From an optimization exercise on the open Yosys and OpenROAD flow, aimed at small area, a short achievable clock period and few clock cycles per item; shortcuts taken in it are not production practice. At most, simulation tests tie the RTL to the original design; equivalence was not proved. Power figures rest on the tool's default switching activity, not on a simulated workload.

v25:
==> flow/design.v <==
`timescale 1ns/10ps
module ELA(clk, rst, in_data, data_rd, req, wen, addr, data_wr, done);
	input				clk;
	input				rst;
	input		[7:0]	in_data;
	input		[7:0]	data_rd;
	output	reg			req;
	output	reg			wen;
	output	reg	[9:0]	addr;
	output	reg	[7:0]	data_wr;
	output	reg			done;
	reg interp;		 
	reg rdD;		 
	reg ru;			 
	reg [7:0] a;		 
	reg [7:0] d, e, f;	 
	reg [7:0] P, Q;	 
	reg [8:0] m;
	reg edg;		 
	wire [8:0] v = {addr[9:6], addr[4:0]};
	reg  [8:0] inc;
	always @(*) begin
		if (!interp)
			inc = (!wen) ? 9'd0 : (&v) ? 9'd33 : 9'd1;
		else if (wen)
			inc = 9'd2;			 
		else if (rdD)
			inc = 9'd478;		 
		else
			inc = 9'd33;		 
	end
	wire [8:0] vn = v + inc;
	wire [8:0] t = {1'b0, P} - {1'b0, Q};
	wire [8:0] sm = {1'b0, P} + {1'b0, Q};
	wire [7:0] X = m[7:0];
	wire [7:0] cs_s = P ^ ~Q ^ X;
	wire [7:0] cs_1 = (P & ~Q) | (P & X) | (~Q & X);
	wire [7:0] cs_2 = (~P & Q) | (~P & X) | (Q & X);
	wire [8:0] y1 = {cs_1, m[8]};
	wire [8:0] y2 = {cs_2, m[8]};
	reg c1, c2;
	integer i;
	always @(*) begin
		c1 = 1'b1;
		c2 = 1'b1;
		for (i = 0; i < 8; i = i + 1) begin
			c1 = (cs_s[i] & y1[i]) | ((cs_s[i] | y1[i]) & c1);
			c2 = (cs_s[i] & y2[i]) | ((cs_s[i] | y2[i]) & c2);
		end
		c1 = y1[8] & c1;
		c2 = y2[8] & c2;
	end
	wire le = c1 | c2 | edg;
	wire edge_col = &addr[4:1];		 
	always @(posedge clk or posedge rst) begin
		if (rst) begin
			req <= 1'b0;
			wen <= 1'b0;
			interp <= 1'b0;
			rdD <= 1'b0;
			ru <= 1'b0;
			done <= 1'b0;
			addr <= 10'd0;
		end else begin
			req <= 1'b1;
			done <= done | (addr == 10'd959);
			if (!interp) begin
				wen <= req;
				addr <= {vn[8:5], 1'b0, vn[4:0]};
				if (wen && (&v)) begin
					interp <= 1'b1;
					wen <= 1'b0;
					rdD <= 1'b1;
					ru <= 1'b0;
				end
			end else begin
				addr <= {vn[8:5], rdD, vn[4:0]};
				wen <= rdD;
				rdD <= ru;
				ru <= wen;
			end
		end
	end
	always @(posedge clk) begin
		if (wen || !interp || !le) begin
			m <= {~t[8], t[7:0] ^ {8{~t[8]}}};
			data_wr <= interp ? sm[8:1] : in_data;
		end
		if (wen)
			edg <= edge_col;
		if (ru)
			P <= data_rd;
		else if (wen) begin
			P <= a;
			a <= P;
		end
		Q <= ru ? d : f;
		if (rdD) begin
			d <= e;
			e <= f;
			f <= data_rd;
		end
	end
endmodule
Settings: LEC_CHECK=0, CAP_MARGIN=20, CORE_MARGIN=2, CORE_UTILIZATION=60, SETUP_SLACK_MARGIN=3.0, SLEW_MARGIN=20; clock period 6.0 ns.
run.sh (not shown) runs the stock make flow with config.mk's settings and CLKGATE_MAP_FILE= SYNTH_SCRIPT=/design/flow/synth_recipe.tcl, a recipe that flattens the netlist after the stock synthesis.
--- input diff v25..v14 ---
--- a/flow/design.v
+++ b/flow/design.v
@@ -17,4 +17,5 @@
 	reg [7:0] P, Q;	 
 	reg [8:0] m;
+	reg [7:0] hs;
 	reg edg;		 
 	wire [8:0] v = {addr[9:6], addr[4:0]};
@@ -66,5 +67,6 @@
 			done <= done | (addr == 10'd959);
 			if (!interp) begin
-				wen <= req;
+				ru <= req;
+				wen <= ru;
 				addr <= {vn[8:5], 1'b0, vn[4:0]};
 				if (wen && (&v)) begin
@@ -83,9 +85,12 @@
 	end
 	always @(posedge clk) begin
+		data_wr <= le ? hs : sm[8:1];
 		if (wen || !interp || !le) begin
 			m <= {~t[8], t[7:0] ^ {8{~t[8]}}};
-			data_wr <= interp ? sm[8:1] : in_data;
+			hs <= interp ? sm[8:1] : in_data;
 		end
-		if (wen)
+		if (!interp)
+			edg <= 1'b1;
+		else if (wen)
 			edg <= edge_col;
 		if (ru)
Results
- Relative to v25, design area increased by 2.2% in v14.
- v14 vs. v25: area after synthesis went up by about 3%.
- Summary of v14 over v25: via density per instance went down by 0.043; final instance count without filler cells went up by 17; signal arrival time at the worst endpoint went up by 0.14 ns.
- Clock share of power: v14 < v25
- v14 vs v25 — fmax dropped about 5.4%.
- Sort v25 and v14 by via count, ascending, and v25 comes first.
- v14 ends up with a xor/xnor share of the synthesized area that is 0.45 points higher than in v25.
- Met2 usage in global routing | v14 below v25
Testbench counts of v14, summed over its fixed seeds: cycles 94,128, frames 48.
No functional check of the RTL was part of v25.

[re-timing with driven ports]
The results above use ideal ports. As a check the final layouts listed here were re-extracted and re-timed, cells and wires unchanged.
Step 1 (the two cells are an assumption about what drives the block):
set clk [get_ports {clk}]
set_driving_cell -lib_cell sky130_fd_sc_hd__clkbuf_16 $clk
set_driving_cell -lib_cell sky130_fd_sc_hd__buf_2 [delete_from_list [all_inputs] $clk]
Step 2, shift: input delay + t, output delay - t, t = (earliest + latest rising clock arrival at the registers) / 2. This alone moves slack from input paths to output paths.
Three values: ideal ports, drivers, drivers and shift; two values: the first two.
| run | t, ns | slack for setup (ns) | hold slack, ns | worst setup path after step 2 | latest minus earliest clock arrival (ns) |
|---|---|---|---|---|---|
| v25 | 0.383 | 3.281 / 3.281 / 3.281 | 0.426 / 0.426 / 0.426 | register to register | 0.007 / 0.007 |
| v14 | 0.390 | 3.126 / 3.126 / 3.126 | 0.434 / 0.434 / 0.434 | register to register | 0.013 / 0.013 |
After both steps every run listed still meets setup and hold.
